What follows belongs to an exercise in optimizing a design on an open flow for small area, a short achievable clock period and few clock cycles; a production flow would make more cautious choices. Only simulation tests tie the RTL to the original design; equivalence was not proved. No activity file was given, so power comes from the tool's default toggle rates.

## flow/design.v

```verilog
module Top(
    Clk,
    Reset,
    Data_in,
    Wr_En,
    Outputs,
    Re
    );
    input wire Clk;
    input wire Reset;
    input wire Wr_En;
    input wire [3:0] Data_in;
    output wire Outputs;
    output wire Re;
    reg       wr_q;
    reg [3:0] din_q;
    always @(posedge Clk or negedge Reset)
        if (~Reset) wr_q <= 1'b0;
        else        wr_q <= Wr_En;
    always @(posedge Clk) din_q <= Data_in;
    reg [9:0] dsel;
    always @(posedge Clk) begin : dec
        integer k;
        for (k = 0; k < 10; k = k + 1) dsel[k] <= (Data_in == k);
    end
    localparam ST_WR = 2'd0, ST_HUF = 2'd1, ST_OUT = 2'd2;
    reg [1:0] st;
    reg [8:0] wc;         
    reg [1:0] ph;         
    reg       gdone;      
    reg [1:0] hs;         
    reg [3:0] hso;        
    wire wactive = wr_q | (wc[8] & ~gdone);
    wire ins     = wactive & ph[1];
    wire first   = wr_q & (wc == 9'd0);
    wire [2:0] hin = wr_q ? din_q[3:1] : 3'd0;
    wire       lin = din_q[0];
    reg  [6:0] acc;
    reg  [1:0] lsb;
    wire [6:0] acc5 = {acc[4:0], 2'b00} + acc + {4'd0, hin};
    wire [9:0] grp  = {lsb[0], lsb[1], lin, acc5};
    always @(posedge Clk) begin
        if (wactive) begin
            if (ph == 2'd0) begin acc <= {4'd0, hin}; lsb[0] <= lin; end
            else            begin acc <= acc5;        lsb[1] <= lin; end
        end
    end
    localparam NG = 86;
    reg  [NG*10-1:0] ring;
    wire [9:0] slot0 = ring[9:0];
    always @(posedge Clk)
        ring <= {(ins ? grp : slot0), ring[NG*10-1:10]};
    reg [7:0] cnt  [0:9];
    reg  [7:0] cur;
    always @* begin : rd
        integer k;
        cur = 8'd0;
        for (k = 0; k < 10; k = k + 1) cur = cur | (cnt[k] & {8{dsel[k]}});
    end
    wire [7:0] inc = cur + 8'd1;
    localparam HS1 = 2'd0, HS2F = 2'd1, HS2 = 2'd2, HU = 2'd3;
    reg  [9:0] cand;
    reg  [9:0] C1, C2;    
    reg  [7:0] v1, v2;    
    reg  [7:0] vr;        
    reg  [9:0] E;
    reg  [3:0] Eg;
    reg        multi;     
    reg  [9:0] bh, bl;    
    wire [3:0] gsel = hso;
    reg        f2f, f1st;    
    integer i;
    always @* begin
        for (i = 0; i < 10; i = i + 1) begin
            bh[i] = |({cnt[i][1], cnt[i][3], cnt[i][5], cnt[i][7]} & gsel);
            bl[i] = |({cnt[i][0], cnt[i][2], cnt[i][4], cnt[i][6]} & gsel);
        end
    end
    function two;    
        input [9:0] x;
        integer k;
        reg seen;
        begin
            two = 1'b0; seen = 1'b0;
            for (k = 0; k < 10; k = k + 1) begin
                two = two | (x[k] & seen);
                seen = seen | x[k];
            end
        end
    endfunction
    wire [9:0] cin   = f2f ? E : f1st ? 10'h3ff : cand;
    wire       splitnow = ((|zl) && (|dl)) || ((|zh) && (|dh));
    wire [9:0] zh    = cin & ~bh;
    wire [9:0] dh    = cin & bh;
    wire [9:0] c1s   = (|zh) ? zh : cin;
    wire [9:0] zl    = c1s & ~bl;
    wire [9:0] dl    = c1s & bl;
    wire [9:0] ce    = (|zl) ? zl : c1s;
    wire [1:0] ve    = {~|zh, ~|zl};
    wire [7:0] vnew  = {gsel[0] ? ve : vr[7:6], gsel[1] ? ve : vr[5:4],
                        gsel[2] ? ve : vr[3:2], gsel[3] ? ve : vr[1:0]};
    always @(posedge Clk) begin
        cand <= ce;
        vr   <= vnew;
        if (st == ST_HUF) begin
            if (hs == HS1) begin
                if ((|zl) && (|dl))      begin E <= dl; Eg <= hso; end
                else if ((|zh) && (|dh)) begin E <= dh; Eg <= hso; end
                if (hso[3]) begin C1 <= ce; v1 <= vnew; end
            end
            if (hs == HS2F) multi <= multi_n;
            if ((hs == HS2F || hs == HS2) && gsel[3]) begin C2 <= ce; v2 <= vnew; end
        end
    end
    function [9:0] lowest;
        input [9:0] x;
        integer k;
        reg seen;
        begin
            seen = 1'b0;
            for (k = 0; k < 10; k = k + 1) begin
                lowest[k] = x[k] & ~seen;
                seen = seen | x[k];
            end
        end
    endfunction
    function [3:0] enc;
        input [9:0] oh;
        begin
            enc[0] = oh[1] | oh[3] | oh[5] | oh[7] | oh[9];
            enc[1] = oh[2] | oh[3] | oh[6] | oh[7];
            enc[2] = oh[4] | oh[5] | oh[6] | oh[7];
            enc[3] = oh[8] | oh[9];
        end
    endfunction
    wire [9:0] c1lo   = lowest(C1);
    wire [9:0] c1rest = C1 & ~c1lo;
    wire [9:0] m1  = c1lo;
    wire [9:0] m2  = lowest(multi ? c1rest : C2);
    wire       multi_n = |c1rest;
    wire [7:0] v2e = multi ? v1 : v2;
    wire [3:0] m2b = enc(m2);
    wire [7:0] s   = v1 + v2e;
    wire       hufu = (st == ST_HUF) && (hs == HU);
    wire       upd  = hufu && (v2e != 8'hff);
    wire       cwr  = (st == ST_WR) && wr_q;
    wire [7:0] cbus = (upd ? s : inc) & {8{~first}};
    always @(posedge Clk) begin
        for (i = 0; i < 10; i = i + 1)
            if (first | (cwr & dsel[i]) | (upd & (m1[i] | m2[i])))
                cnt[i] <= cbus | {8{upd & m1[i]}};
    end
    reg  [99:0] ncr;
    reg  [3:0]  rot;
    reg         p_v;
    reg  [2:0]  p_n;
    reg  [3:0]  p_1, p_2;
    wire [3:0]  m1b = enc(m1);
    function [9:0] apply;
        input [9:0] e;
        input [3:0] a1, a2;
        begin
            if (e[9:6] == a1)      apply = {a2, e[4:0], 1'b0};
            else if (e[9:6] == a2) apply = {e[9:6], e[4:0], 1'b1};
            else                   apply = e;
        end
    endfunction
    wire [3:0] rot5   = (rot >= 4'd5) ? rot - 4'd5 : rot + 4'd5;
    wire       ncinit = wr_q && (wc < 9'd10);
    wire [9:0] e0 = ncinit ? {rot,  6'd1} : p_v ? apply(ncr[9:0],   p_1, p_2) : ncr[9:0];
    wire [9:0] e5 = ncinit ? {rot5, 6'd1} : p_v ? apply(ncr[59:50], p_1, p_2) : ncr[59:50];
    always @(posedge Clk)
        ncr <= {e0, ncr[99:60], e5, ncr[49:10]};
    always @(posedge Clk) begin
        if (upd) begin p_1 <= m1b; p_2 <= m2b; end
    end
    always @(posedge Clk or negedge Reset) begin
        if (~Reset) begin
            p_v <= 1'b0; p_n <= 3'd0; rot <= 4'd0;
        end else begin
          rot <= (rot == 4'd9) ? 4'd0 : rot + 4'd1;
          if (upd) begin
            p_v <= 1'b1; p_n <= 3'd5;
        end else if (p_v) begin
            p_n <= p_n - 3'd1;
            if (p_n == 3'd1) p_v <= 1'b0;
          end
        end
    end
    reg [9:0] nonff;
    always @* for (i = 0; i < 10; i = i + 1) nonff[i] = ~&cnt[i];
    wire fewer2 = ~two(nonff);
    reg [6:0] P;         
    reg [6:0] ng;        
    reg [9:0] qx;        
    reg [11:0] qh;       
    reg       hv, xv, h85, x85;
    reg [1:0] hidx;
    wire       attap = (P[3:0] == 4'd0);
    reg  [9:0] tap;
    always @* begin
        case (P[6:4])
            3'd0: tap = ring[  0*10 +: 10];
            3'd1: tap = ring[ 16*10 +: 10];
            3'd2: tap = ring[ 32*10 +: 10];
            3'd3: tap = ring[ 48*10 +: 10];
            3'd4: tap = ring[ 64*10 +: 10];
            default: tap = ring[ 80*10 +: 10];
        endcase
    end
    reg [8:0] hdec;
    always @* begin
        case (qx[6:0])
            7'd0: hdec = 9'b000000000;
            7'd1: hdec = 9'b000000001;
            7'd2: hdec = 9'b000000010;
            7'd3: hdec = 9'b000000011;
            7'd4: hdec = 9'b000000100;
            7'd5: hdec = 9'b000001000;
            7'd6: hdec = 9'b000001001;
            7'd7: hdec = 9'b000001010;
            7'd8: hdec = 9'b000001011;
            7'd9: hdec = 9'b000001100;
            7'd10: hdec = 9'b000010000;
            7'd11: hdec = 9'b000010001;
            7'd12: hdec = 9'b000010010;
            7'd13: hdec = 9'b000010011;
            7'd14: hdec = 9'b000010100;
            7'd15: hdec = 9'b000011000;
            7'd16: hdec = 9'b000011001;
            7'd17: hdec = 9'b000011010;
            7'd18: hdec = 9'b000011011;
            7'd19: hdec = 9'b000011100;
            7'd20: hdec = 9'b000100000;
            7'd21: hdec = 9'b000100001;
            7'd22: hdec = 9'b000100010;
            7'd23: hdec = 9'b000100011;
            7'd24: hdec = 9'b000100100;
            7'd25: hdec = 9'b001000000;
            7'd26: hdec = 9'b001000001;
            7'd27: hdec = 9'b001000010;
            7'd28: hdec = 9'b001000011;
            7'd29: hdec = 9'b001000100;
            7'd30: hdec = 9'b001001000;
            7'd31: hdec = 9'b001001001;
            7'd32: hdec = 9'b001001010;
            7'd33: hdec = 9'b001001011;
            7'd34: hdec = 9'b001001100;
            7'd35: hdec = 9'b001010000;
            7'd36: hdec = 9'b001010001;
            7'd37: hdec = 9'b001010010;
            7'd38: hdec = 9'b001010011;
            7'd39: hdec = 9'b001010100;
            7'd40: hdec = 9'b001011000;
            7'd41: hdec = 9'b001011001;
            7'd42: hdec = 9'b001011010;
            7'd43: hdec = 9'b001011011;
            7'd44: hdec = 9'b001011100;
            7'd45: hdec = 9'b001100000;
            7'd46: hdec = 9'b001100001;
            7'd47: hdec = 9'b001100010;
            7'd48: hdec = 9'b001100011;
            7'd49: hdec = 9'b001100100;
            7'd50: hdec = 9'b010000000;
            7'd51: hdec = 9'b010000001;
            7'd52: hdec = 9'b010000010;
            7'd53: hdec = 9'b010000011;
            7'd54: hdec = 9'b010000100;
            7'd55: hdec = 9'b010001000;
            7'd56: hdec = 9'b010001001;
            7'd57: hdec = 9'b010001010;
            7'd58: hdec = 9'b010001011;
            7'd59: hdec = 9'b010001100;
            7'd60: hdec = 9'b010010000;
            7'd61: hdec = 9'b010010001;
            7'd62: hdec = 9'b010010010;
            7'd63: hdec = 9'b010010011;
            7'd64: hdec = 9'b010010100;
            7'd65: hdec = 9'b010011000;
            7'd66: hdec = 9'b010011001;
            7'd67: hdec = 9'b010011010;
            7'd68: hdec = 9'b010011011;
            7'd69: hdec = 9'b010011100;
            7'd70: hdec = 9'b010100000;
            7'd71: hdec = 9'b010100001;
            7'd72: hdec = 9'b010100010;
            7'd73: hdec = 9'b010100011;
            7'd74: hdec = 9'b010100100;
            7'd75: hdec = 9'b011000000;
            7'd76: hdec = 9'b011000001;
            7'd77: hdec = 9'b011000010;
            7'd78: hdec = 9'b011000011;
            7'd79: hdec = 9'b011000100;
            7'd80: hdec = 9'b011001000;
            7'd81: hdec = 9'b011001001;
            7'd82: hdec = 9'b011001010;
            7'd83: hdec = 9'b011001011;
            7'd84: hdec = 9'b011001100;
            7'd85: hdec = 9'b011010000;
            7'd86: hdec = 9'b011010001;
            7'd87: hdec = 9'b011010010;
            7'd88: hdec = 9'b011010011;
            7'd89: hdec = 9'b011010100;
            7'd90: hdec = 9'b011011000;
            7'd91: hdec = 9'b011011001;
            7'd92: hdec = 9'b011011010;
            7'd93: hdec = 9'b011011011;
            7'd94: hdec = 9'b011011100;
            7'd95: hdec = 9'b011100000;
            7'd96: hdec = 9'b011100001;
            7'd97: hdec = 9'b011100010;
            7'd98: hdec = 9'b011100011;
            7'd99: hdec = 9'b011100100;
            7'd100: hdec = 9'b100000000;
            7'd101: hdec = 9'b100000001;
            7'd102: hdec = 9'b100000010;
            7'd103: hdec = 9'b100000011;
            7'd104: hdec = 9'b100000100;
            7'd105: hdec = 9'b100001000;
            7'd106: hdec = 9'b100001001;
            7'd107: hdec = 9'b100001010;
            7'd108: hdec = 9'b100001011;
            7'd109: hdec = 9'b100001100;
            7'd110: hdec = 9'b100010000;
            7'd111: hdec = 9'b100010001;
            7'd112: hdec = 9'b100010010;
            7'd113: hdec = 9'b100010011;
            7'd114: hdec = 9'b100010100;
            7'd115: hdec = 9'b100011000;
            7'd116: hdec = 9'b100011001;
            7'd117: hdec = 9'b100011010;
            7'd118: hdec = 9'b100011011;
            7'd119: hdec = 9'b100011100;
            7'd120: hdec = 9'b100100000;
            7'd121: hdec = 9'b100100001;
            7'd122: hdec = 9'b100100010;
            7'd123: hdec = 9'b100100011;
            7'd124: hdec = 9'b100100100;
            default: hdec = 9'b000000000;
        endcase
    end
    wire [11:0] qdec = {hdec[8:6], qx[9], hdec[5:3], qx[8], hdec[2:0], qx[7]};
    reg [3:0] hdig;
    always @* begin
        case (hidx)
            2'd0: hdig = qh[11:8];
            2'd1: hdig = qh[7:4];
            default: hdig = qh[3:0];
        endcase
    end
    reg [3:0] nd;
    reg       ndv, nd8;
    reg [3:0] sc;        
    reg [5:0] S;
    reg       rep;
    reg       out_r, re_r;
    assign Outputs = out_r;
    assign Re      = re_r;
    wire       sempty = (S == 6'b100000);
    reg  [3:0] ndpos;
    reg        pvalid;
    wire [3:0] ndp5   = (ndpos >= 4'd5) ? ndpos - 4'd5 : ndpos;
    wire       nready = !(p_v && ndp5 < {1'b0, p_n});
    wire       take   = (st == ST_OUT) && nready && sempty && !rep && pvalid;
    wire       hpop   = hv && (!ndv || take) && (sc == 4'd9) && (hidx == 2'd2 || h85);
    wire       move   = xv && (hpop || !hv);
    wire       fetch  = gdone && attap && !xv;
    wire [4:0] pd = {1'b0, nd} + 5'd9 - {1'b0, rot};
    wire [3:0] pos = (pd >= 5'd10) ? pd - 5'd10 : pd[3:0];
    always @(posedge Clk) ndpos <= pos;
    reg  [5:0] c;
    always @* begin
        c = 6'd0;
        for (i = 0; i < 10; i = i + 1) if (ndpos == i) c = ncr[10*i +: 6];
    end
    reg  [5:0] tf;
    always @* begin
        if      (c[5]) tf = {c[4:0], 1'b1};
        else if (c[4]) tf = {c[3:0], 2'b10};
        else if (c[3]) tf = {c[2:0], 3'b100};
        else if (c[2]) tf = {c[1:0], 4'b1000};
        else if (c[1]) tf = {c[0],   5'b10000};
        else           tf = 6'b100000;
    end
    always @(posedge Clk or negedge Reset) begin
        if (~Reset) begin
            st <= ST_WR; wc <= 9'd0; ph <= 2'd0; gdone <= 1'b0; hs <= 2'd0; hso <= 4'b0001; f2f <= 1'b0; f1st <= 1'b1;
            P <= 7'd0; ng <= 7'd0; hv <= 1'b0; xv <= 1'b0; h85 <= 1'b0; x85 <= 1'b0;
            hidx <= 2'd0; ndv <= 1'b0; nd8 <= 1'b0; sc <= 4'd0; pvalid <= 1'b0;
            S <= 6'b100000; rep <= 1'b0; out_r <= 1'b0; re_r <= 1'b0;
        end else begin
            if (wr_q) wc <= wc + 9'd1;
            if (wactive) ph <= ph[1] ? 2'd0 : ph + 2'd1;
            if (ins && !wr_q) begin
                gdone <= 1'b1;
                P  <= 7'd11;
                ng <= 7'd3;
            end
            if (wr_q && wc == 9'd255) st <= ST_HUF;
            if (st == ST_HUF) begin
                f2f  <= (hs == HS1) && hso[3] && !(hso[0] && fewer2);
                f1st <= (hs == HU);
                case (hs)
                    HS1: begin
                        if (hso[0] && fewer2) st <= ST_OUT;
                        else if (hso[3]) begin
                            hs  <= HS2F;
                            hso <= splitnow ? 4'b1000 : Eg;
                        end else
                            hso <= {hso[2:0], hso[3]};
                    end
                    HS2F: begin
                        if (multi_n || hso[3]) begin hs <= HU; hso <= 4'b0001; end
                        else begin hs <= HS2; hso <= {hso[2:0], 1'b0}; end
                    end
                    HS2: begin
                        hso <= {hso[2:0], hso[3]};
                        if (hso[3]) hs <= HU;
                    end
                    default: begin
                        hs <= HS1;
                        if (v2e == 8'hff) st <= ST_OUT;
                    end
                endcase
            end
            if (gdone) begin
                if (fetch) begin
                    P  <= (P >= 7'd84) ? P - 7'd84 : P + 7'd2;
                    ng <= (ng == 7'd85) ? 7'd0 : ng + 7'd1;
                end else
                    P  <= (P == 7'd0) ? 7'd85 : P - 7'd1;
            end
            if (hpop || !hv) begin
                hv <= xv; h85 <= x85; hidx <= 2'd0;
            end
            if (fetch) begin
                xv <= 1'b1; x85 <= (ng == 7'd85);
            end else if (move)
                xv <= 1'b0;
            pvalid <= ndv && !take;
            if (!ndv || take) begin
                if (sc != 4'd9) begin
                    ndv <= 1'b1; nd8 <= (sc == 4'd8); sc <= sc + 4'd1;
                end else if (hv) begin
                    ndv <= 1'b1; nd8 <= 1'b0;
                    if (!hpop) hidx <= hidx + 2'd1;
                end else
                    ndv <= 1'b0;
            end
            if (!sempty) begin
                out_r <= S[5]; re_r <= 1'b1; S <= {S[4:0], 1'b0};
            end else if (rep) begin
                re_r <= 1'b1; rep <= 1'b0;
            end else begin
                re_r <= 1'b0;
                if (take) begin
                    S   <= tf;
                    rep <= nd8 && (tf != 6'b100000);
                end
            end
        end
    end
    always @(posedge Clk) begin
        if (move)  qh <= qdec;
        if (fetch) qx <= tap;
        if (!ndv || take) begin
            if (sc != 4'd9) nd <= sc;
            else            nd <= hdig;
        end
    end
endmodule
```

## flow/run.sh

```bash
#!/bin/bash
# synth_recipe.tcl (not shown) runs the flow's synth.tcl, then flattens the netlist and writes it again
# the make line also repeats each setting of config.mk as NAME=value (left out here)
make -C /OpenROAD-flow-scripts/flow DESIGN_CONFIG=/design/flow/config.mk WORK_HOME=/design/flow/orfs CLKGATE_MAP_FILE= SYNTH_SCRIPT=/design/flow/synth_recipe.tcl finish
```

## flow/config.mk

```make
export PLATFORM = sky130hd
export DESIGN_NAME = Top
export DESIGN_NICKNAME = Top
export VERILOG_FILES = /design/flow/design.v
export SDC_FILE = /design/flow/constraint.sdc
export NUM_CORES = 4
export LEC_CHECK = 0
export ABC_CLOCK_PERIOD_IN_PS = 3000
export CAP_MARGIN = 20
export CORE_MARGIN = 2
export CORE_UTILIZATION = 40
export CTS_BUF_LIST = sky130_fd_sc_hd__clkbuf_8
export CTS_CLUSTER_DIAMETER = 40
export CTS_CLUSTER_SIZE = 16
export SETUP_SLACK_MARGIN = 4.0
export SLEW_MARGIN = 20
```

## flow/constraint.sdc

```tcl
create_clock -name core_clock -period 7.0 [get_ports {Clk}]
set_input_delay 1.4000 -clock core_clock [delete_from_list [all_inputs] [get_ports {Clk}]]
set_output_delay 1.4000 -clock core_clock [all_outputs]
set_load 0.01 [all_outputs]
```

==> impl_summary.log, run 1 <==
[metrics] instance count of the mapped netlist: 2758
[metrics] flip-flop and latch count after synthesis: 1237
[metrics] setup slack at placement: 2870 ps
[metrics] detailed-router iteration count before antenna repair: 5
[metrics] sequential cell fraction of total power: 57.3%
[metrics] 1st-iter DRT viols: 1685
[metrics] most instantiated flip-flop cell in the synthesis netlist: sky130_fd_sc_hd__dfxtp_1
[metrics] total clock buffers created by CTS: 136
[metrics] worst reg2reg setup slack: 3950 ps
[metrics] Final Core Density: 47.5%
[metrics] TritonCTS clock tree: built
[metrics] setup TNS: 0 ps
[metrics] number of core rows: 110
[metrics] Seq/Total Area, Yosys: 73.9%
[metrics] uppermost layer routed: met4
[metrics] status: finished clean
[metrics] global-route wire length before repair: 123 mm
[metrics] leakage power of the design: 17.1 nW
[metrics] netlist area before placement: 36300 sq um
[metrics] critical path peak fanout: 13
[metrics] Hold WC Path Type: flip-flop to flip-flop
[metrics] vias in the first global route: 21400
[metrics] final clock period utilization by the worst path: 43.5%
[metrics] Crit Reg-Reg Endpoint: hso[3]$_DFFE_PN0P_
[metrics] sink of the worst hold path: ring[547]$_DFF_P_
[metrics] Arr. time, crit path: 3730 ps
[metrics] starting density of the core: 40.3%
[metrics] metal1 wirelength: 36.2 mm
[metrics] Detailed Place HPWL: 49.2 mm
[metrics] EDFF count, synth: 174
[metrics] Overflow after GRT: 0
[metrics] Routability Congestion: 0.898
[metrics] category of the worst setup path capture point: flip-flop
[metrics] Detailed Route WL: 78.9 mm
[metrics] highest attainable clock frequency: 0.328 GHz
[metrics] full die area: 93200 sq um
[metrics] worst clock skew: 65.1 ps
[metrics] switching power share of the total: 25.1%
[metrics] I/O Buffers: 8
[metrics] detail-routed net length per standard cell: 18.6 microns
[metrics] most common cell after layout, fill and taps aside: sky130_fd_sc_hd__dfxtp_1
[metrics] source-to-sink clock delay at the later pin of the worst-skew pair: 810 ps
[metrics] Floorplan Core Area: 90000 sq um
[metrics] max-slew violations: 0
[metrics] hold depth: 0
[metrics] Unique masters post-synth: 89
[metrics] Slew @ Worst Pin: 1040 ps
[metrics] switching pwr: 3.69 mW
[metrics] final worst setup slack: 3950 ps
[metrics] DR WL met3: 4.80 mm
[metrics] part of the power in the clock network: 35.0%
[metrics] Slew HR: 30.1%
[metrics] commonest cells after routing, fill and taps aside: sky130_fd_sc_hd__dfxtp_1, sky130_fd_sc_hd__nand2_1, sky130_fd_sc_hd__edfxtp_1, sky130_fd_sc_hd__clkbuf_8, sky130_fd_sc_hd__nor2_1
[metrics] total setup violations reported at the end of the flow: 0
[metrics] area of all placed cells without fillers: 42700 sq um
[metrics] depth of the most critical reg-to-reg path: 11
[metrics] Period minus WS final: 3050 ps
[metrics] CP required: 7680 ps
[metrics] deepest clock path buffer count: 3
[metrics] cell-internal power: 11.0 mW
[metrics] Final Instance Count excl. Fillers: 4234
[metrics] type of the worst setup path: flip-flop to flip-flop
[metrics] number of sinks on the clock net: 1237
[metrics] H-Tree Level Count: 4
[metrics] Hold WS: 258 ps
[metrics] share of layout cells above drive strength 1: 18.9%
[metrics] initial antenna violation count: 1
[metrics] clock transition time at the flip-flop clock pins of the worst setup and hold paths: 90 ps
[metrics] ANT nets after route: 0
[metrics] kind of start point of the critical path: flip-flop
[metrics] P per Cell Area: 344 nW/um^2
[metrics] fraction of registers with async set or reset after synthesis: 5.42%
[metrics] post-layout net count: 3029
[metrics] post-synthesis average cell area: 13.2 sq um
[metrics] worst hold start: ring[557]$_DFF_P_
[metrics] area growth from synthesis to layout: 17.7%
[metrics] yosys synthesis warning count: 2
[metrics] detailed-route via count: 21500
[metrics] number of DRC violations after detailed routing: 0
[metrics] overall fraction of global-route tracks in use: 16.9%
[metrics] Root Buffer Master: sky130_fd_sc_hd__clkbuf_8
[metrics] largest net degree at the start of global routing: 68
[metrics] combinational cell fraction of total power: 7.7%
[metrics] number of violations of the max-capacitance limit: 0
[metrics] unrepaired setup endpoints after global routing: true
[metrics] instance area after placement: 37600 sq um
[metrics] Placed Cells: 3869
[metrics] Hold Vio Cnt, Final: 0
[metrics] number of vias per cell: 5.07
[metrics] wire length on met2: 34.9 mm
[metrics] Top-Level Pins: 9
[metrics] peak supply drop: 0.000167 V
[metrics] reg-to-reg critical path startpoint: hso[0]$_DFFE_PN1P_
[metrics] Syn Nets: 2834
[metrics] total power: 14.7 mW
[metrics] vertical extent of the die: 305 microns
[metrics] Die Span X: 305 microns
final cells by class:
type                    instances  area [sq um]
diodes                          2          5.00
clock buffers                 147          2020
clock inverters                94          1040
fillers                      7886         47300
inverters                     101           392
multi-input cells            1333          9560
flip-flops and latches       1237         26900
well taps                    1176          1470
repair buffers                144          1360
how the worst max path moves through the flow:
stage                             startpoint                  end  slack, ps  depth (start not counted)
after floorplan           hso[0]$_DFFE_PN1P_       E[0]$_DFFE_PP_       4000                         11
after global placement    hso[1]$_DFFE_PN0P_       E[4]$_DFFE_PP_       2980                          8
after detailed placement     multi$_DFFE_PP_  cnt[4][6]$_DFFE_PP_       2870                          8
after CTS                   ndpos[1]$_DFF_P_      qh[1]$_DFFE_PP_       3930                         12
after global routing      hso[0]$_DFFE_PN1P_   hso[3]$_DFFE_PN0P_       3910                         10
final                     hso[0]$_DFFE_PN1P_   hso[3]$_DFFE_PN0P_       3950                         11
worst max-delay path, stage by stage, from the launching register on:
cell	delay, ps
sky130_fd_sc_hd__dfstp_4	520
sky130_fd_sc_hd__buf_8	160
sky130_fd_sc_hd__buf_12	150
sky130_fd_sc_hd__a22oi_2	330
sky130_fd_sc_hd__and2_4	260
sky130_fd_sc_hd__nor3_1	70
sky130_fd_sc_hd__a2111oi_2	380
sky130_fd_sc_hd__nand3_1	220
sky130_fd_sc_hd__a21oi_4	170
sky130_fd_sc_hd__buf_4	160
sky130_fd_sc_hd__o211ai_4	110
sky130_fd_sc_hd__o41a_1	400
metal layers:
layer  up-vias  global-route usage, %
met5         -                      0
met1     10500                   23.2
met3       197                   3.71
li1      10100                      -
met4         0                   7.26
met2       718                   25.6
kinds of logic after synthesis:
logic type	Yosys count	share of synthesized area, %
AO/OA/AOI/OAI	523	9.59
flip-flops	1237	73.9
multiplexers	81	2.71
XOR/XNOR	54	1.30
buffers and inverters	191	2.10
AND/OR/NAND/NOR	601	7.84
adder cells (fa/ha/maj)	71	2.52
power groups by stage:
stage	logic (mW)	clock network (mW)	registers [mW]
global placement	1.04	0	8.58
detailed placement	1.08	0	8.59
finish	1.13	5.15	8.44
CTS	1.11	5.31	8.45
floorplan	0.781	0	8.42
global route	1.26	5.62	8.53
synth_stat cells, drive strengths merged (5+ instances only):
library cell,instances,area (sq um)
a211oi,14,105
a21o,7,52.6
a21oi,140,704
a221oi,35,319
a22o,22,193
a22oi,52,390
a31oi,15,93.8
and2,14,87.6
and3,14,87.6
buf,27,148
clkbuf,63,236
dfrtp,64,1600
dfxtp,996,19900
edfxtp,174,5230
ha,65,813
inv,98,368
mux2,28,315
mux2i,42,420
mux4,11,248
nand2,228,856
nand2b,22,138
nand3,32,185
nand3b,16,120
nand4,38,238
nor2,148,556
nor2b,7,43.8
nor3,29,150
nor3b,7,52.6
nor4,15,106
o2111ai,5,50.0
o211ai,12,95.1
o21a,5,37.5
o21ai,115,576
o21bai,8,60.1
o22ai,27,206
o2bb2ai,5,43.8
o31ai,6,45.0
or2,7,43.8
or3,14,87.6
xnor2,35,307
xor2,19,166
what timing repair did:
item | in CTS | in global routing
pin swaps | 24 | 34
cloned | 4 | 3
buffers inserted | 46 | 69
hold buffers | 0 | 0
gates resized for setup | 143 | 87
endpoints found under the setup margin | 282 | 206
flip-flops by register name, indices dropped and copies added (netlist names), 8 cells and up:
signal	cells
ncr	100
qx	10
C1	10
cnt	80
dsel	10
v2	8
vr	8
wc	9
v1	8
qh	12
E	10
ring	860
cand	10
C2	10
Testbench counts, summed over its fixed seeds: cycles 11,349.
==> run 2, diff against run 1 <==
--- a/flow/design.v
+++ b/flow/design.v
@@ -192,154 +192,64 @@
     wire fewer2 = ~two(nonff);
     reg [6:0] P;         
     reg [6:0] ng;        
-    reg [9:0] qx;        
+    reg [10:0] qx;       
     reg [11:0] qh;       
     reg       hv, xv, h85, x85;
     reg [1:0] hidx;
-    wire       attap = (P[3:0] == 4'd0);
+    wire       attap = (P[2:0] == 3'd0);
     reg  [9:0] tap;
     always @* begin
-        case (P[6:4])
-            3'd0: tap = ring[  0*10 +: 10];
-            3'd1: tap = ring[ 16*10 +: 10];
-            3'd2: tap = ring[ 32*10 +: 10];
-            3'd3: tap = ring[ 48*10 +: 10];
-            3'd4: tap = ring[ 64*10 +: 10];
+        case (P[6:3])
+            4'd0: tap = ring[  0*10 +: 10];
+            4'd1: tap = ring[  8*10 +: 10];
+            4'd2: tap = ring[ 16*10 +: 10];
+            4'd3: tap = ring[ 24*10 +: 10];
+            4'd4: tap = ring[ 32*10 +: 10];
+            4'd5: tap = ring[ 40*10 +: 10];
+            4'd6: tap = ring[ 48*10 +: 10];
+            4'd7: tap = ring[ 56*10 +: 10];
+            4'd8: tap = ring[ 64*10 +: 10];
+            4'd9: tap = ring[ 72*10 +: 10];
             default: tap = ring[ 80*10 +: 10];
         endcase
     end
-    reg [8:0] hdec;
+    wire [6:0] tv  = tap[6:0];
+    wire [2:0] th0 = (tv >= 7'd100) ? 3'd4 : (tv >= 7'd75) ? 3'd3 :
+                     (tv >= 7'd50)  ? 3'd2 : (tv >= 7'd25) ? 3'd1 : 3'd0;
+    wire [6:0] tr  = tv - {th0, 4'd0} - {th0, 3'd0} - {4'd0, th0};
+    wire [10:0] tapd = {tap[9:7], th0, tr[4:0]};
+    reg  [5:0] r5d;
     always @* begin
-        case (qx[6:0])
-            7'd0: hdec = 9'b000000000;
-            7'd1: hdec = 9'b000000001;
-            7'd2: hdec = 9'b000000010;
-            7'd3: hdec = 9'b000000011;
-            7'd4: hdec = 9'b000000100;
-            7'd5: hdec = 9'b000001000;
-            7'd6: hdec = 9'b000001001;
-            7'd7: hdec = 9'b000001010;
-            7'd8: hdec = 9'b000001011;
-            7'd9: hdec = 9'b000001100;
-            7'd10: hdec = 9'b000010000;
-            7'd11: hdec = 9'b000010001;
-            7'd12: hdec = 9'b000010010;
-            7'd13: hdec = 9'b000010011;
-            7'd14: hdec = 9'b000010100;
-            7'd15: hdec = 9'b000011000;
-            7'd16: hdec = 9'b000011001;
-            7'd17: hdec = 9'b000011010;
-            7'd18: hdec = 9'b000011011;
-            7'd19: hdec = 9'b000011100;
-            7'd20: hdec = 9'b000100000;
-            7'd21: hdec = 9'b000100001;
-            7'd22: hdec = 9'b000100010;
-            7'd23: hdec = 9'b000100011;
-            7'd24: hdec = 9'b000100100;
-            7'd25: hdec = 9'b001000000;
-            7'd26: hdec = 9'b001000001;
-            7'd27: hdec = 9'b001000010;
-            7'd28: hdec = 9'b001000011;
-            7'd29: hdec = 9'b001000100;
-            7'd30: hdec = 9'b001001000;
-            7'd31: hdec = 9'b001001001;
-            7'd32: hdec = 9'b001001010;
-            7'd33: hdec = 9'b001001011;
-            7'd34: hdec = 9'b001001100;
-            7'd35: hdec = 9'b001010000;
-            7'd36: hdec = 9'b001010001;
-            7'd37: hdec = 9'b001010010;
-            7'd38: hdec = 9'b001010011;
-            7'd39: hdec = 9'b001010100;
-            7'd40: hdec = 9'b001011000;
-            7'd41: hdec = 9'b001011001;
-            7'd42: hdec = 9'b001011010;
-            7'd43: hdec = 9'b001011011;
-            7'd44: hdec = 9'b001011100;
-            7'd45: hdec = 9'b001100000;
-            7'd46: hdec = 9'b001100001;
-            7'd47: hdec = 9'b001100010;
-            7'd48: hdec = 9'b001100011;
-            7'd49: hdec = 9'b001100100;
-            7'd50: hdec = 9'b010000000;
-            7'd51: hdec = 9'b010000001;
-            7'd52: hdec = 9'b010000010;
-            7'd53: hdec = 9'b010000011;
-            7'd54: hdec = 9'b010000100;
-            7'd55: hdec = 9'b010001000;
-            7'd56: hdec = 9'b010001001;
-            7'd57: hdec = 9'b010001010;
-            7'd58: hdec = 9'b010001011;
-            7'd59: hdec = 9'b010001100;
-            7'd60: hdec = 9'b010010000;
-            7'd61: hdec = 9'b010010001;
-            7'd62: hdec = 9'b010010010;
-            7'd63: hdec = 9'b010010011;
-            7'd64: hdec = 9'b010010100;
-            7'd65: hdec = 9'b010011000;
-            7'd66: hdec = 9'b010011001;
-            7'd67: hdec = 9'b010011010;
-            7'd68: hdec = 9'b010011011;
-            7'd69: hdec = 9'b010011100;
-            7'd70: hdec = 9'b010100000;
-            7'd71: hdec = 9'b010100001;
-            7'd72: hdec = 9'b010100010;
-            7'd73: hdec = 9'b010100011;
-            7'd74: hdec = 9'b010100100;
-            7'd75: hdec = 9'b011000000;
-            7'd76: hdec = 9'b011000001;
-            7'd77: hdec = 9'b011000010;
-            7'd78: hdec = 9'b011000011;
-            7'd79: hdec = 9'b011000100;
-            7'd80: hdec = 9'b011001000;
-            7'd81: hdec = 9'b011001001;
-            7'd82: hdec = 9'b011001010;
-            7'd83: hdec = 9'b011001011;
-            7'd84: hdec = 9'b011001100;
-            7'd85: hdec = 9'b011010000;
-            7'd86: hdec = 9'b011010001;
-            7'd87: hdec = 9'b011010010;
-            7'd88: hdec = 9'b011010011;
-            7'd89: hdec = 9'b011010100;
-            7'd90: hdec = 9'b011011000;
-            7'd91: hdec = 9'b011011001;
-            7'd92: hdec = 9'b011011010;
-            7'd93: hdec = 9'b011011011;
-            7'd94: hdec = 9'b011011100;
-            7'd95: hdec = 9'b011100000;
-            7'd96: hdec = 9'b011100001;
-            7'd97: hdec = 9'b011100010;
-            7'd98: hdec = 9'b011100011;
-            7'd99: hdec = 9'b011100100;
-            7'd100: hdec = 9'b100000000;
-            7'd101: hdec = 9'b100000001;
-            7'd102: hdec = 9'b100000010;
-            7'd103: hdec = 9'b100000011;
-            7'd104: hdec = 9'b100000100;
-            7'd105: hdec = 9'b100001000;
-            7'd106: hdec = 9'b100001001;
-            7'd107: hdec = 9'b100001010;
-            7'd108: hdec = 9'b100001011;
-            7'd109: hdec = 9'b100001100;
-            7'd110: hdec = 9'b100010000;
-            7'd111: hdec = 9'b100010001;
-            7'd112: hdec = 9'b100010010;
-            7'd113: hdec = 9'b100010011;
-            7'd114: hdec = 9'b100010100;
-            7'd115: hdec = 9'b100011000;
-            7'd116: hdec = 9'b100011001;
-            7'd117: hdec = 9'b100011010;
-            7'd118: hdec = 9'b100011011;
-            7'd119: hdec = 9'b100011100;
-            7'd120: hdec = 9'b100100000;
-            7'd121: hdec = 9'b100100001;
-            7'd122: hdec = 9'b100100010;
-            7'd123: hdec = 9'b100100011;
-            7'd124: hdec = 9'b100100100;
-            default: hdec = 9'b000000000;
+        case (qx[4:0])
+            5'd0: r5d = 6'b000000;
+            5'd1: r5d = 6'b000001;
+            5'd2: r5d = 6'b000010;
+            5'd3: r5d = 6'b000011;
+            5'd4: r5d = 6'b000100;
+            5'd5: r5d = 6'b001000;
+            5'd6: r5d = 6'b001001;
+            5'd7: r5d = 6'b001010;
+            5'd8: r5d = 6'b001011;
+            5'd9: r5d = 6'b001100;
+            5'd10: r5d = 6'b010000;
+            5'd11: r5d = 6'b010001;
+            5'd12: r5d = 6'b010010;
+            5'd13: r5d = 6'b010011;
+            5'd14: r5d = 6'b010100;
+            5'd15: r5d = 6'b011000;
+            5'd16: r5d = 6'b011001;
+            5'd17: r5d = 6'b011010;
+            5'd18: r5d = 6'b011011;
+            5'd19: r5d = 6'b011100;
+            5'd20: r5d = 6'b100000;
+            5'd21: r5d = 6'b100001;
+            5'd22: r5d = 6'b100010;
+            5'd23: r5d = 6'b100011;
+            5'd24: r5d = 6'b100100;
+            default: r5d = 6'b000000;
         endcase
     end
-    wire [11:0] qdec = {hdec[8:6], qx[9], hdec[5:3], qx[8], hdec[2:0], qx[7]};
+    wire [11:0] qdec = {qx[7:5], qx[10], r5d[5:3], qx[9], r5d[2:0], qx[8]};
     reg [3:0] hdig;
     always @* begin
         case (hidx)
@@ -462,7 +372,7 @@
     end
     always @(posedge Clk) begin
         if (move)  qh <= qdec;
-        if (fetch) qx <= tap;
+        if (fetch) qx <= tapd;
         if (!ndv || take) begin
             if (sc != 4'd9) nd <= sc;
             else            nd <= hdig;
--- a/flow/config.mk
+++ b/flow/config.mk
@@ -8,9 +8,10 @@
 export ABC_CLOCK_PERIOD_IN_PS = 3000
 export CAP_MARGIN = 20
 export CORE_MARGIN = 2
-export CORE_UTILIZATION = 40
+export CORE_UTILIZATION = 65
 export CTS_BUF_LIST = sky130_fd_sc_hd__clkbuf_8
 export CTS_CLUSTER_DIAMETER = 40
 export CTS_CLUSTER_SIZE = 16
+export PLACE_DENSITY = 0.75
 export SETUP_SLACK_MARGIN = 4.0
 export SLEW_MARGIN = 20
==> run 2 against run 1 <==
Effect of this change: flip-flop and latch count is 1 higher; still clean on timing, DRC and antenna; die area is 37% lower; utilization is 28 points higher; via count is 3.1% higher; largest cell class unchanged; critical endpoint is now qx[4]$_DFFE_PP_; clock skew is 19 ps lower; combinational power is 96% higher.
==> impl_summary.log, run 2 <==
[metrics] top flop regs: ring: 860 flops, ncr: 100 flops, cnt: 80 flops
[metrics] combinational cell fraction of total power: 14.4%
[metrics] instance area after placement: 37500 sq um
[metrics] category of the worst setup path capture point: flip-flop
[metrics] Routability Congestion: 0.974
[metrics] switching power share of the total: 26.9%
[metrics] fraction of registers with async set or reset after synthesis: 5.41%
[metrics] number of core rows: 87
[metrics] TritonCTS clock tree: built
[metrics] Detailed Route WL: 84.3 mm
[metrics] Largest Register: ring
[metrics] full die area: 58400 sq um
[metrics] CP required: 7510 ps
[metrics] global-route wire length before repair: 128 mm
[metrics] post-synthesis share of cell area spent on xor and xnor gates: 1.53%
[metrics] Top-Level Pins: 9
[metrics] I/O Buffers: 8
[metrics] Final Core Density: 75.3%
[metrics] Seq/Total Area, Yosys: 73.1%
[metrics] leakage power of the design: 16.7 nW
[metrics] P per Cell Area: 363 nW/um^2
[metrics] most common library cells after synthesis: sky130_fd_sc_hd__dfxtp_1, sky130_fd_sc_hd__nand2_1, sky130_fd_sc_hd__edfxtp_1, sky130_fd_sc_hd__nor2_1, sky130_fd_sc_hd__o21ai_0
[metrics] worst clock skew: 46.1 ps
[metrics] Placed Cells: 3440
[metrics] Hold WC Path Type: flip-flop to flip-flop
[metrics] kind of start point of the critical path: flip-flop
[metrics] initial antenna violation count: 4
[metrics] share of layout cells above drive strength 1: 19.6%
[metrics] area of all placed cells without fillers: 42300 sq um
[metrics] Synth Area in Compound Gates: 9.61%
[metrics] EDFF count, synth: 175
[metrics] final worst setup slack: 3160 ps
[metrics] dominant cell type by area after synthesis: sky130_fd_sc_hd__dfxtp_1
[metrics] peak supply drop: 0.000315 V
[metrics] unrepaired setup endpoints after global routing: true
[metrics] 1st-iter DRT viols: 2321
[metrics] H-Tree Level Count: 3
[metrics] post-synthesis mux area share: 2.92%
[metrics] post-synthesis average cell area: 13.3 sq um
[metrics] source-to-sink clock delay at the later pin of the worst-skew pair: 770 ps
[metrics] clock transition time at the flip-flop clock pins of the worst setup and hold paths: 100 ps
[metrics] number of violations of the max-capacitance limit: 0
[metrics] Hold WS: 323 ps
[metrics] starting density of the core: 65.4%
[metrics] most instantiated flip-flop cell in the synthesis netlist: sky130_fd_sc_hd__dfxtp_1
[metrics] setup slack at placement: 2390 ps
[metrics] Arr. time, crit path: 4350 ps
[metrics] Slew @ Worst Pin: 1070 ps
[metrics] part of the power in the clock network: 28.3%
[metrics] sequential cell fraction of total power: 57.3%
[metrics] Hold Vio Cnt, Final: 0
[metrics] detail-routed net length per standard cell: 22.4 microns
[metrics] basic-gate share of the synthesized area counting and, or, nand and nor cells: 8.01%
[metrics] setup TNS: 0 ps
[metrics] Root Buffer Master: sky130_fd_sc_hd__clkbuf_8
[metrics] overall fraction of global-route tracks in use: 28.5%
[metrics] total clock buffers created by CTS: 111
[metrics] number of vias per cell: 5.88
[metrics] Die Span X: 242 microns
[metrics] most instantiated library cell after synthesis: sky130_fd_sc_hd__dfxtp_1
[metrics] most common cell after layout, fill and taps aside: sky130_fd_sc_hd__dfxtp_1
[metrics] ANT nets after route: 0
[metrics] main area contributors after synthesis: sky130_fd_sc_hd__dfxtp_1, sky130_fd_sc_hd__edfxtp_1, sky130_fd_sc_hd__dfrtp_1
[metrics] largest net degree at the start of global routing: 68
[metrics] max-slew violations: 0
[metrics] type of the worst setup path: flip-flop to flip-flop
[metrics] Post-Synth Adder-Cell Area: 2.71%
[metrics] Unique masters post-synth: 95
[metrics] Floorplan Core Area: 56200 sq um
[metrics] highest attainable clock frequency: 0.261 GHz
[metrics] proportion of netlist area held by the largest area contributor: 54.3%
[metrics] dominant combinational cell family by area after synthesis: compound AO/OA/AOI/OAI gates
[metrics] commonest cells after routing, fill and taps aside: sky130_fd_sc_hd__dfxtp_1, sky130_fd_sc_hd__nand2_1, sky130_fd_sc_hd__edfxtp_1, sky130_fd_sc_hd__clkbuf_8, sky130_fd_sc_hd__nor2_1
[metrics] Syn Nets: 2851
[metrics] status: finished clean
[metrics] max reg flops: 860
[metrics] instance count of the mapped netlist: 2769
[metrics] detailed-route via count: 22100
[metrics] vias in the first global route: 21900
[metrics] critical path peak fanout: 5
[metrics] Final Instance Count excl. Fillers: 3763
[metrics] yosys synthesis warning count: 2
[metrics] Slew HR: 28.3%
[metrics] final clock period utilization by the worst path: 54.8%
[metrics] Period minus WS final: 3840 ps
[metrics] Overflow after GRT: 0
[metrics] total setup violations reported at the end of the flow: 0
[metrics] cell-internal power: 11.2 mW
[metrics] total power: 15.4 mW
[metrics] area growth from synthesis to layout: 15.2%
[metrics] post-layout net count: 3020
[metrics] number of DRC violations after detailed routing: 0
[metrics] number of sinks on the clock net: 1238
[metrics] vertical extent of the die: 242 microns
[metrics] Detailed Place HPWL: 53.3 mm
[metrics] detailed-router iteration count before antenna repair: 6
[metrics] flip-flop and latch count after synthesis: 1238
[metrics] netlist area before placement: 36700 sq um
[metrics] deepest clock path buffer count: 3
[metrics] switching pwr: 4.13 mW
==> run 2: cell count changes after synthesis, moves of 11 or more <==
cell	before	now
sky130_fd_sc_hd__nor2_1	148	125
sky130_fd_sc_hd__nor2b_1	7	18
sky130_fd_sc_hd__mux2i_1	42	60
sky130_fd_sc_hd__inv_1	96	78
sky130_fd_sc_hd__a21oi_1	139	107
==> run 2: critical path, cell delays in order, from the launching register on <==
cell and delay, ps:
sky130_fd_sc_hd__dfrtp_4 500, sky130_fd_sc_hd__buf_6 140, sky130_fd_sc_hd__or4bb_1 520, sky130_fd_sc_hd__o2111ai_2 90, sky130_fd_sc_hd__o31ai_2 100, sky130_fd_sc_hd__or2_4 270, sky130_fd_sc_hd__a311o_1 260, sky130_fd_sc_hd__a21bo_2 220
sky130_fd_sc_hd__a21oi_4 250, sky130_fd_sc_hd__ha_4 170, sky130_fd_sc_hd__inv_2 40, sky130_fd_sc_hd__fa_2 360, sky130_fd_sc_hd__nand2b_4 150, sky130_fd_sc_hd__a21oi_2 140, sky130_fd_sc_hd__xnor2_1 140, sky130_fd_sc_hd__xnor2_1 150
sky130_fd_sc_hd__xnor2_1 80
==> run 2: power by group through the flow <==
stage | clock [mW] | sequential, mW | combinational [mW]
after CTS | 4.42 | 8.81 | 2.09
after floorplan | 0 | 8.66 | 1.43
after detailed placement | 0 | 9.05 | 1.61
after global routing | 4.67 | 8.89 | 2.40
final | 4.34 | 8.81 | 2.21
after global placement | 0 | 9.01 | 1.57
==> run 2: cell type report <==
| type | instances | area [sq um] |
|---|---|---|
| Tap cell | 756 | 946 |
| Clock inverter | 59 | 629 |
| Timing Repair inverter | 1 | 5.00 |
| Sequential cell | 1238 | 26900 |
| Multi-Input combinational cell | 1351 | 10300 |
| Inverter | 81 | 335 |
| Timing Repair Buffer | 154 | 1520 |
| Clock buffer | 122 | 1680 |
| Antenna cell | 1 | 2.50 |
| Fill cell | 3501 | 13900 |
==> run 2: path summary, 6_finish.rpt <==
check	from	endpoint	slack [ps]	depth (start not counted)
setup / recovery	P[4]$_DFFE_PN0P_	qx[4]$_DFFE_PP_	3160	16
hold / removal	ring[475]$_DFF_P_	ring[465]$_DFF_P_	320	0
setup reg to reg	P[4]$_DFFE_PN0P_	qx[4]$_DFFE_PP_	3160	16
hold reg to reg	ring[475]$_DFF_P_	ring[465]$_DFF_P_	320	0
max in group asynchronous	Reset	P[6]$_DFFE_PN0P_	5430	1
min in group asynchronous	Reset	gdone$_DFFE_PN0P_	820	1
==> run 2: routing by layer <==
metal | part of all wire (%) | track usage [%] | vias up
met1 | 42 | 38.6 | 10700
met4 | 4.7 | 12.3 | 2
met2 | 46 | 45.5 | 1044
met5 | 0.013 | 0 | -
met3 | 7.6 | 5.39 | 279
li1 | - | - | 10100
==> run 2: logic make-up (layout without fill, tap and decap cells) <==
family | after synthesis | after routing
AND/OR/NAND/NOR | 603 | 605
AO/OA/AOI/OAI | 506 | 507
other | 0 | 1
buffers and inverters | 183 | 417
adder cells (fa/ha/maj) | 77 | 77
flip-flops | 1238 | 1238
multiplexers | 98 | 98
XOR/XNOR | 64 | 64
==> run 2: what timing repair did <==
item,CTS,global route
setup buffers,105,29
cloned,5,2
hold buffers,0,0
endpoints found under the setup margin,279,218
gates resized for setup,213,101
pin swaps,84,43
Testbench counts of run 2, summed over its fixed seeds: cycles 11,307.
==> run 3, diff against run 2 <==
--- a/flow/design.v
+++ b/flow/design.v
@@ -28,7 +28,7 @@
     reg [8:0] wc;         
     reg [1:0] ph;         
     reg       gdone;      
-    reg [1:0] hs;         
+    reg       hs;         
     reg [3:0] hso;        
     wire wactive = wr_q | (wc[8] & ~gdone);
     wire ins     = wactive & ph[1];
@@ -58,17 +58,14 @@
         for (k = 0; k < 10; k = k + 1) cur = cur | (cnt[k] & {8{dsel[k]}});
     end
     wire [7:0] inc = cur + 8'd1;
-    localparam HS1 = 2'd0, HS2F = 2'd1, HS2 = 2'd2, HU = 2'd3;
-    reg  [9:0] cand;
+    localparam HS = 1'b0, HU = 1'b1;
+    reg  [9:0] cand, F;
     reg  [9:0] C1, C2;    
     reg  [7:0] v1, v2;    
-    reg  [7:0] vr;        
-    reg  [9:0] E;
-    reg  [3:0] Eg;
-    reg        multi;     
+    reg  [7:0] vr1, vr2;  
+    reg        f1st;      
     reg  [9:0] bh, bl;    
     wire [3:0] gsel = hso;
-    reg        f2f, f1st;    
     integer i;
     always @* begin
         for (i = 0; i < 10; i = i + 1) begin
@@ -79,49 +76,52 @@
     function two;    
         input [9:0] x;
         integer k;
-        reg seen;
         begin
-            two = 1'b0; seen = 1'b0;
-            for (k = 0; k < 10; k = k + 1) begin
-                two = two | (x[k] & seen);
-                seen = seen | x[k];
-            end
+            two = 1'b0;
+            for (k = 1; k < 10; k = k + 1) two = two | (x[k] & |(x & ((10'd1 << k) - 10'd1)));
         end
     endfunction
-    wire [9:0] cin   = f2f ? E : f1st ? 10'h3ff : cand;
-    wire       splitnow = ((|zl) && (|dl)) || ((|zh) && (|dh));
-    wire [9:0] zh    = cin & ~bh;
-    wire [9:0] dh    = cin & bh;
-    wire [9:0] c1s   = (|zh) ? zh : cin;
-    wire [9:0] zl    = c1s & ~bl;
-    wire [9:0] dl    = c1s & bl;
-    wire [9:0] ce    = (|zl) ? zl : c1s;
-    wire [1:0] ve    = {~|zh, ~|zl};
-    wire [7:0] vnew  = {gsel[0] ? ve : vr[7:6], gsel[1] ? ve : vr[5:4],
-                        gsel[2] ? ve : vr[3:2], gsel[3] ? ve : vr[1:0]};
+    wire [9:0] cin = f1st ? 10'h3ff : cand;
+    wire [9:0] fin = f1st ? 10'h000 : F;
+    wire [9:0] zh  = cin & ~bh;
+    wire [9:0] dh  = cin & bh;
+    wire       sh  = (|zh) & (|dh);
+    wire [9:0] c1s = (|zh) ? zh : cin;
+    wire [9:0] zfh = fin & ~bh;
+    wire [9:0] f1s = sh ? dh : (|zfh) ? zfh : fin;
+    wire [9:0] zl  = c1s & ~bl;
+    wire [9:0] dl  = c1s & bl;
+    wire       sl  = (|zl) & (|dl);
+    wire [9:0] ce  = (|zl) ? zl : c1s;
+    wire [9:0] zfl = f1s & ~bl;
+    wire [9:0] fe  = sl ? dl : (|zfl) ? zfl : f1s;
+    wire       a1h = ~|zh, a1l = ~|zl;
+    wire       a2h = sl ? a1h : sh ? 1'b1 : ~|zfh;
+    wire       a2l = sl ? 1'b1 : ~|zfl;
+    wire       cp  = sh | sl;    
+    reg  [7:0] vn1, vn2;
+    always @* begin
+        for (i = 0; i < 4; i = i + 1) begin
+            vn1[7-2*i -: 2] = gsel[i] ? {a1h, a1l} : vr1[7-2*i -: 2];
+            vn2[7-2*i -: 2] = gsel[i] ? {a2h, a2l} : cp ? vr1[7-2*i -: 2] : vr2[7-2*i -: 2];
+        end
+    end
     always @(posedge Clk) begin
         cand <= ce;
-        vr   <= vnew;
-        if (st == ST_HUF) begin
-            if (hs == HS1) begin
-                if ((|zl) && (|dl))      begin E <= dl; Eg <= hso; end
-                else if ((|zh) && (|dh)) begin E <= dh; Eg <= hso; end
-                if (hso[3]) begin C1 <= ce; v1 <= vnew; end
-            end
-            if (hs == HS2F) multi <= multi_n;
-            if ((hs == HS2F || hs == HS2) && gsel[3]) begin C2 <= ce; v2 <= vnew; end
+        F    <= fe;
+        vr1  <= vn1;
+        vr2  <= vn2;
+        if (st == ST_HUF && hs == HS && hso[3]) begin
+            C1 <= ce; v1 <= vn1;
+            C2 <= fe; v2 <= vn2;
         end
     end
-    function [9:0] lowest;
+    function [9:0] lowest;    
         input [9:0] x;
         integer k;
-        reg seen;
         begin
-            seen = 1'b0;
-            for (k = 0; k < 10; k = k + 1) begin
-                lowest[k] = x[k] & ~seen;
-                seen = seen | x[k];
-            end
+            lowest[0] = x[0];
+            for (k = 1; k < 10; k = k + 1) lowest[k] = x[k] & ~|(x & ((10'd1 << k) - 10'd1));
         end
     endfunction
     function [3:0] enc;
@@ -136,13 +136,14 @@
     wire [9:0] c1lo   = lowest(C1);
     wire [9:0] c1rest = C1 & ~c1lo;
     wire [9:0] m1  = c1lo;
+    wire       multi = two(C1);
     wire [9:0] m2  = lowest(multi ? c1rest : C2);
-    wire       multi_n = |c1rest;
-    wire [7:0] v2e = multi ? v1 : v2;
+    wire       v2ff = multi ? (&v1) : (&v2);    
     wire [3:0] m2b = enc(m2);
-    wire [7:0] s   = v1 + v2e;
+    wire [7:0] sab = v1 + v2;
+    wire [7:0] s   = multi ? {v1[6:0], 1'b0} : sab;
     wire       hufu = (st == ST_HUF) && (hs == HU);
-    wire       upd  = hufu && (v2e != 8'hff);
+    wire       upd  = hufu && !v2ff;
     wire       cwr  = (st == ST_WR) && wr_q;
     wire [7:0] cbus = (upd ? s : inc) & {8{~first}};
     always @(posedge Clk) begin
@@ -216,11 +217,21 @@
     wire [6:0] tv  = tap[6:0];
     wire [2:0] th0 = (tv >= 7'd100) ? 3'd4 : (tv >= 7'd75) ? 3'd3 :
                      (tv >= 7'd50)  ? 3'd2 : (tv >= 7'd25) ? 3'd1 : 3'd0;
-    wire [6:0] tr  = tv - {th0, 4'd0} - {th0, 3'd0} - {4'd0, th0};
-    wire [10:0] tapd = {tap[9:7], th0, tr[4:0]};
+    wire [10:0] tapd = {tap[9:7], th0, tv[4:0]};
+    reg  [4:0] k25;
+    always @* begin
+        case (qx[7:5])
+            3'd1: k25 = 5'd25;
+            3'd2: k25 = 5'd18;
+            3'd3: k25 = 5'd11;
+            3'd4: k25 = 5'd4;
+            default: k25 = 5'd0;
+        endcase
+    end
+    wire [4:0] qr = qx[4:0] - k25;
     reg  [5:0] r5d;
     always @* begin
-        case (qx[4:0])
+        case (qr)
             5'd0: r5d = 6'b000000;
             5'd1: r5d = 6'b000001;
             5'd2: r5d = 6'b000010;
@@ -294,7 +305,7 @@
     end
     always @(posedge Clk or negedge Reset) begin
         if (~Reset) begin
-            st <= ST_WR; wc <= 9'd0; ph <= 2'd0; gdone <= 1'b0; hs <= 2'd0; hso <= 4'b0001; f2f <= 1'b0; f1st <= 1'b1;
+            st <= ST_WR; wc <= 9'd0; ph <= 2'd0; gdone <= 1'b0; hs <= HS; hso <= 4'b0001; f1st <= 1'b1;
             P <= 7'd0; ng <= 7'd0; hv <= 1'b0; xv <= 1'b0; h85 <= 1'b0; x85 <= 1'b0;
             hidx <= 2'd0; ndv <= 1'b0; nd8 <= 1'b0; sc <= 4'd0; pvalid <= 1'b0;
             S <= 6'b100000; rep <= 1'b0; out_r <= 1'b0; re_r <= 1'b0;
@@ -308,30 +319,17 @@
             end
             if (wr_q && wc == 9'd255) st <= ST_HUF;
             if (st == ST_HUF) begin
-                f2f  <= (hs == HS1) && hso[3] && !(hso[0] && fewer2);
                 f1st <= (hs == HU);
-                case (hs)
-                    HS1: begin
-                        if (hso[0] && fewer2) st <= ST_OUT;
-                        else if (hso[3]) begin
-                            hs  <= HS2F;
-                            hso <= splitnow ? 4'b1000 : Eg;
-                        end else
-                            hso <= {hso[2:0], hso[3]};
-                    end
-                    HS2F: begin
-                        if (multi_n || hso[3]) begin hs <= HU; hso <= 4'b0001; end
-                        else begin hs <= HS2; hso <= {hso[2:0], 1'b0}; end
-                    end
-                    HS2: begin
+                if (hs == HS) begin
+                    if (hso[0] && fewer2) st <= ST_OUT;
+                    else begin
                         hso <= {hso[2:0], hso[3]};
                         if (hso[3]) hs <= HU;
                     end
-                    default: begin
-                        hs <= HS1;
-                        if (v2e == 8'hff) st <= ST_OUT;
-                    end
-                endcase
+                end else begin
+                    hs <= HS;
+                    if (v2ff) st <= ST_OUT;
+                end
             end
             if (gdone) begin
                 if (fetch) begin
--- a/flow/config.mk
+++ b/flow/config.mk
@@ -8,10 +8,10 @@
 export ABC_CLOCK_PERIOD_IN_PS = 3000
 export CAP_MARGIN = 20
 export CORE_MARGIN = 2
-export CORE_UTILIZATION = 65
+export CORE_UTILIZATION = 60
 export CTS_BUF_LIST = sky130_fd_sc_hd__clkbuf_8
 export CTS_CLUSTER_DIAMETER = 40
 export CTS_CLUSTER_SIZE = 16
-export PLACE_DENSITY = 0.75
-export SETUP_SLACK_MARGIN = 4.0
+export PLACE_DENSITY = 0.72
+export SETUP_SLACK_MARGIN = 4.15
 export SLEW_MARGIN = 20
==> run 3 against run 2 <==
Effect of this change: utilization shrank 3.2 points; synthesized area is essentially flat; global-route usage shrank 0.31 points; clock power shrank 2%; clock skew shrank 3.3 ps; cell count grew 4.6%; routed wire length grew 8.9%; first-iteration DRC count shrank 15%; worst hold slack lost 3.1 ps; register-to-register slack gained 580 ps; via count grew 4.3%; sequential power shrank 1%; critical path type unchanged.
==> impl_summary.log, run 3 <==
[metrics] status: finished clean
[metrics] vias in the first global route: 22600
[metrics] overall fraction of global-route tracks in use: 28.2%
[metrics] full die area: 63300 sq um
[metrics] vertical extent of the die: 252 microns
[metrics] Unique masters post-synth: 97
[metrics] EDFF count, synth: 160
[metrics] setup TNS: 0 ps
[metrics] busiest grt layer: met2
[metrics] proportion of netlist area held by the largest area contributor: 55.2%
[metrics] deepest clock path buffer count: 3
[metrics] reg-to-reg critical path startpoint: C1[0]$_DFFE_PP_
[metrics] max-slew violations: 0
[metrics] commonest cells after routing, fill and taps aside: sky130_fd_sc_hd__dfxtp_1, sky130_fd_sc_hd__nand2_1, sky130_fd_sc_hd__edfxtp_1, sky130_fd_sc_hd__buf_4, sky130_fd_sc_hd__nor2_1
[metrics] TritonCTS clock tree: built
[metrics] starting density of the core: 60.8%
[metrics] share of layout cells above drive strength 1: 23.2%
[metrics] Root Buffer Master: sky130_fd_sc_hd__clkbuf_8
[metrics] P per Cell Area: 335 nW/um^2
[metrics] Slew HR: 32.8%
[metrics] worst clock skew: 42.8 ps
[metrics] Hold WC Path Type: flip-flop to flip-flop
[metrics] Top-Level Pins: 9
[metrics] I/O Buffers: 8
[metrics] Placed Cells: 3552
[metrics] largest net degree at the start of global routing: 66
[metrics] post-synthesis average cell area: 13.0 sq um
[metrics] highest attainable clock frequency: 0.307 GHz
[metrics] post-layout net count: 3163
[metrics] dominant cell type by area after synthesis: sky130_fd_sc_hd__dfxtp_1
[metrics] most instantiated library cell after synthesis: sky130_fd_sc_hd__dfxtp_1
[metrics] Die Span X: 252 microns
[metrics] total setup violations reported at the end of the flow: 0
[metrics] total clock buffers created by CTS: 115
[metrics] Seq/Total Area, Yosys: 72.7%
[metrics] hold depth: 0
[metrics] netlist area before placement: 36800 sq um
[metrics] global routing usage on met1: 37.7%
[metrics] instance count of the mapped netlist: 2828
[metrics] most instantiated flip-flop cell in the synthesis netlist: sky130_fd_sc_hd__dfxtp_1
[metrics] area growth from synthesis to layout: 18.7%
[metrics] depth of the most critical reg-to-reg path: 14
[metrics] main area contributors after synthesis: sky130_fd_sc_hd__dfxtp_1, sky130_fd_sc_hd__edfxtp_1, sky130_fd_sc_hd__dfrtp_1
[metrics] number of vias per cell: 5.87
[metrics] number of violations of the max-capacitance limit: 0
[metrics] met3 Resource Use GR: 4.98%
[metrics] fraction of registers with async set or reset after synthesis: 5.25%
[metrics] flip-flop and latch count after synthesis: 1239
[metrics] Period minus WS final: 3260 ps
[metrics] most common cell after layout, fill and taps aside: sky130_fd_sc_hd__dfxtp_1
[metrics] number of core rows: 90
[metrics] unrepaired setup endpoints after global routing: true
[metrics] CP required: 7490 ps
[metrics] detail-routed net length per standard cell: 23.3 microns
[metrics] yosys synthesis warning count: 2
[metrics] Overflow after GRT: 0
[metrics] Slew @ Worst Pin: 1010 ps
[metrics] global-route wire length before repair: 135 mm
[metrics] Floorplan Core Area: 60500 sq um
[metrics] final clock period utilization by the worst path: 46.5%
[metrics] initial antenna violation count: 0
[metrics] 1st-iter DRT viols: 1981
[metrics] met2 capacity usage during global routing: 45.2%
[metrics] number of sinks on the clock net: 1239
[metrics] peak supply drop: 0.000301 V
[metrics] kind of start point of the critical path: flip-flop
[metrics] Arr. time, crit path: 3750 ps
[metrics] max reg flops: 860
[metrics] Detailed Place HPWL: 59.9 mm
[metrics] worst reg2reg setup slack: 3740 ps
[metrics] category of the worst setup path capture point: flip-flop
[metrics] most common library cells after synthesis: sky130_fd_sc_hd__dfxtp_1, sky130_fd_sc_hd__nand2_1, sky130_fd_sc_hd__edfxtp_1, sky130_fd_sc_hd__nor2_1, sky130_fd_sc_hd__a21oi_1
[metrics] leakage power of the design: 17.4 nW
[metrics] detailed-route via count: 23100
[metrics] detailed-router iteration count before antenna repair: 6
[metrics] source-to-sink clock delay at the later pin of the worst-skew pair: 770 ps
[metrics] type of the worst setup path: flip-flop to flip-flop
[metrics] H-Tree Level Count: 3
[metrics] Hold Vio Cnt, Final: 0
[metrics] Largest Register: ring
[metrics] worst setup path startpoint: C1[0]$_DFFE_PP_
[metrics] number of DRC violations after detailed routing: 0
[metrics] Detailed Route WL: 91.8 mm
[metrics] Syn Nets: 2907
[metrics] Final Instance Count excl. Fillers: 3935
[metrics] crit path to: cnt[9][0]$_DFFE_PP_
[metrics] top flop regs: ring: 860 flops, ncr: 100 flops, cnt: 80 flops
[metrics] Crit Reg-Reg Endpoint: cnt[9][0]$_DFFE_PP_
[metrics] Routability Congestion: 0.945
[metrics] ANT nets after route: 0
[metrics] critical path peak fanout: 7
[metrics] clock transition time at the flip-flop clock pins of the worst setup and hold paths: 90 ps
run 3: cell count changes after synthesis, sizes merged, moves of 13 or more:
cell / delta
nand3: +30
o21ai: -25
mux2i: -24
nand2: +20
dfxtp: +18
nor2: +17
clkbuf: -15
edfxtp: -15
and2: +13
run 3: worst min path at each step:
stage	end	from
floorplan	ncr[16]$_DFF_P_	ncr[26]$_DFF_P_
global placement	ncr[57]$_DFF_P_	ncr[67]$_DFF_P_
detailed placement	ring[365]$_DFF_P_	ring[375]$_DFF_P_
CTS	ring[98]$_DFF_P_	ring[108]$_DFF_P_
global route	ring[98]$_DFF_P_	ring[108]$_DFF_P_
finish	ring[98]$_DFF_P_	ring[108]$_DFF_P_
run 3: layout make-up:
type,instances,area [sq um]
fillers,3866,16800
diodes,2,5.00
repair inverters,2,27.5
well taps,782,978
clock inverters,66,646
flip-flops and latches,1239,26800
clock buffers,118,1620
repair buffers,223,2080
multi-input cells,1429,11200
inverters,74,330
run 3: metal layers:
metal / vias up / part of all wire [%]
met4: 0 / 5.1
li1: 10500 / -
met3: 268 / 7.3
met2: 1032 / 46
met5: - / 0
met1: 11300 / 41
run 3: timing repair:
action	in CTS	in global routing
gates cloned	5	2
endpoints found under the hold margin	0	0
endpoints found under the setup margin	316	266
resized for setup	290	156
hold buffers	0	0
pin swaps	88	58
buffers inserted	125	65
run 3: where the power goes:
group          internal [mW]  switching (mW)  leakage (nW)
combinational          0.636            1.01          5.81
clock                   1.83            2.43          1.18
sequential              8.26           0.443          10.4
run 3: logic make-up after synthesis:
kind of cell | after synthesis | synth area share, %
AOI/OAI and AO/OA | 561 | 10.8
xor gates and xnor gates | 61 | 1.45
adders and majority gates | 78 | 2.72
buffers and inverters | 161 | 1.82
DFF | 1239 | 72.7
muxes | 63 | 1.83
and+or+nand+nor | 665 | 8.67
run 3: metrics by stage:
step / util, % / total power, mW / hold WS, ps / setup WS, ps / area, sq um
2_1_floorplan: - / 9.51 / 310 / 3800 / 37000
3_3_place_gp: 62.5 / 10.1 / 309 / 2870 / 37800
3_5_place_dp: 62.5 / 10.2 / 312 / 2750 / 37800
4_1_cts: 70.1 / 14.5 / 293 / 3810 / 42400
5_1_grt: 72.2 / 15.1 / 305 / 3650 / 43600
6_report: 72.2 / 14.6 / 320 / 3740 / 43600
run 3: critical path, stage by stage, from the launching register on:
cell	delay [ps]
sky130_fd_sc_hd__edfxtp_1	470
sky130_fd_sc_hd__or4_4	590
sky130_fd_sc_hd__nor3_4	260
sky130_fd_sc_hd__nand3_2	150
sky130_fd_sc_hd__o21ai_4	120
sky130_fd_sc_hd__buf_4	160
sky130_fd_sc_hd__o2bb2ai_4	160
sky130_fd_sc_hd__a221oi_4	130
sky130_fd_sc_hd__nand2_4	120
sky130_fd_sc_hd__buf_12	170
sky130_fd_sc_hd__inv_12	60
sky130_fd_sc_hd__buf_4	140
sky130_fd_sc_hd__a41oi_4	220
sky130_fd_sc_hd__buf_12	170
sky130_fd_sc_hd__nand2_1	60
Testbench counts of run 3, summed over its fixed seeds: cycles 11,152.

## re-timing with driven ports
How much do the figures lean on ideal ports? The routed layouts below were timed once more, with nothing changed but the port constraints.
Step 1 sets driving cells, clkbuf_16 on the clock port and buf_2 on the other inputs (assumed; they add their load-dependent delay and slew).
Step 2 moves the port delays by t, midway between the first and last clock arrival at a register: inputs arrive t later, outputs are due t later. That takes back most of the time a late clock gives input paths.
Three values: ideal, step 1, step 2; two values: the first two.
run	t (ns)	setup WS [ns]	worst register clock-pin slew, ns	worst data-port slew with drivers (ns)
run 1	0.836	3.952 / 3.952 / 3.952	0.09 / 0.09	0.04
run 2	0.801	3.164 / 3.164 / 3.164	0.10 / 0.10	0.09
run 3	0.809	3.745 / 3.745 / 3.745	0.10 / 0.10	0.04
After both steps every run listed still meets setup and hold.
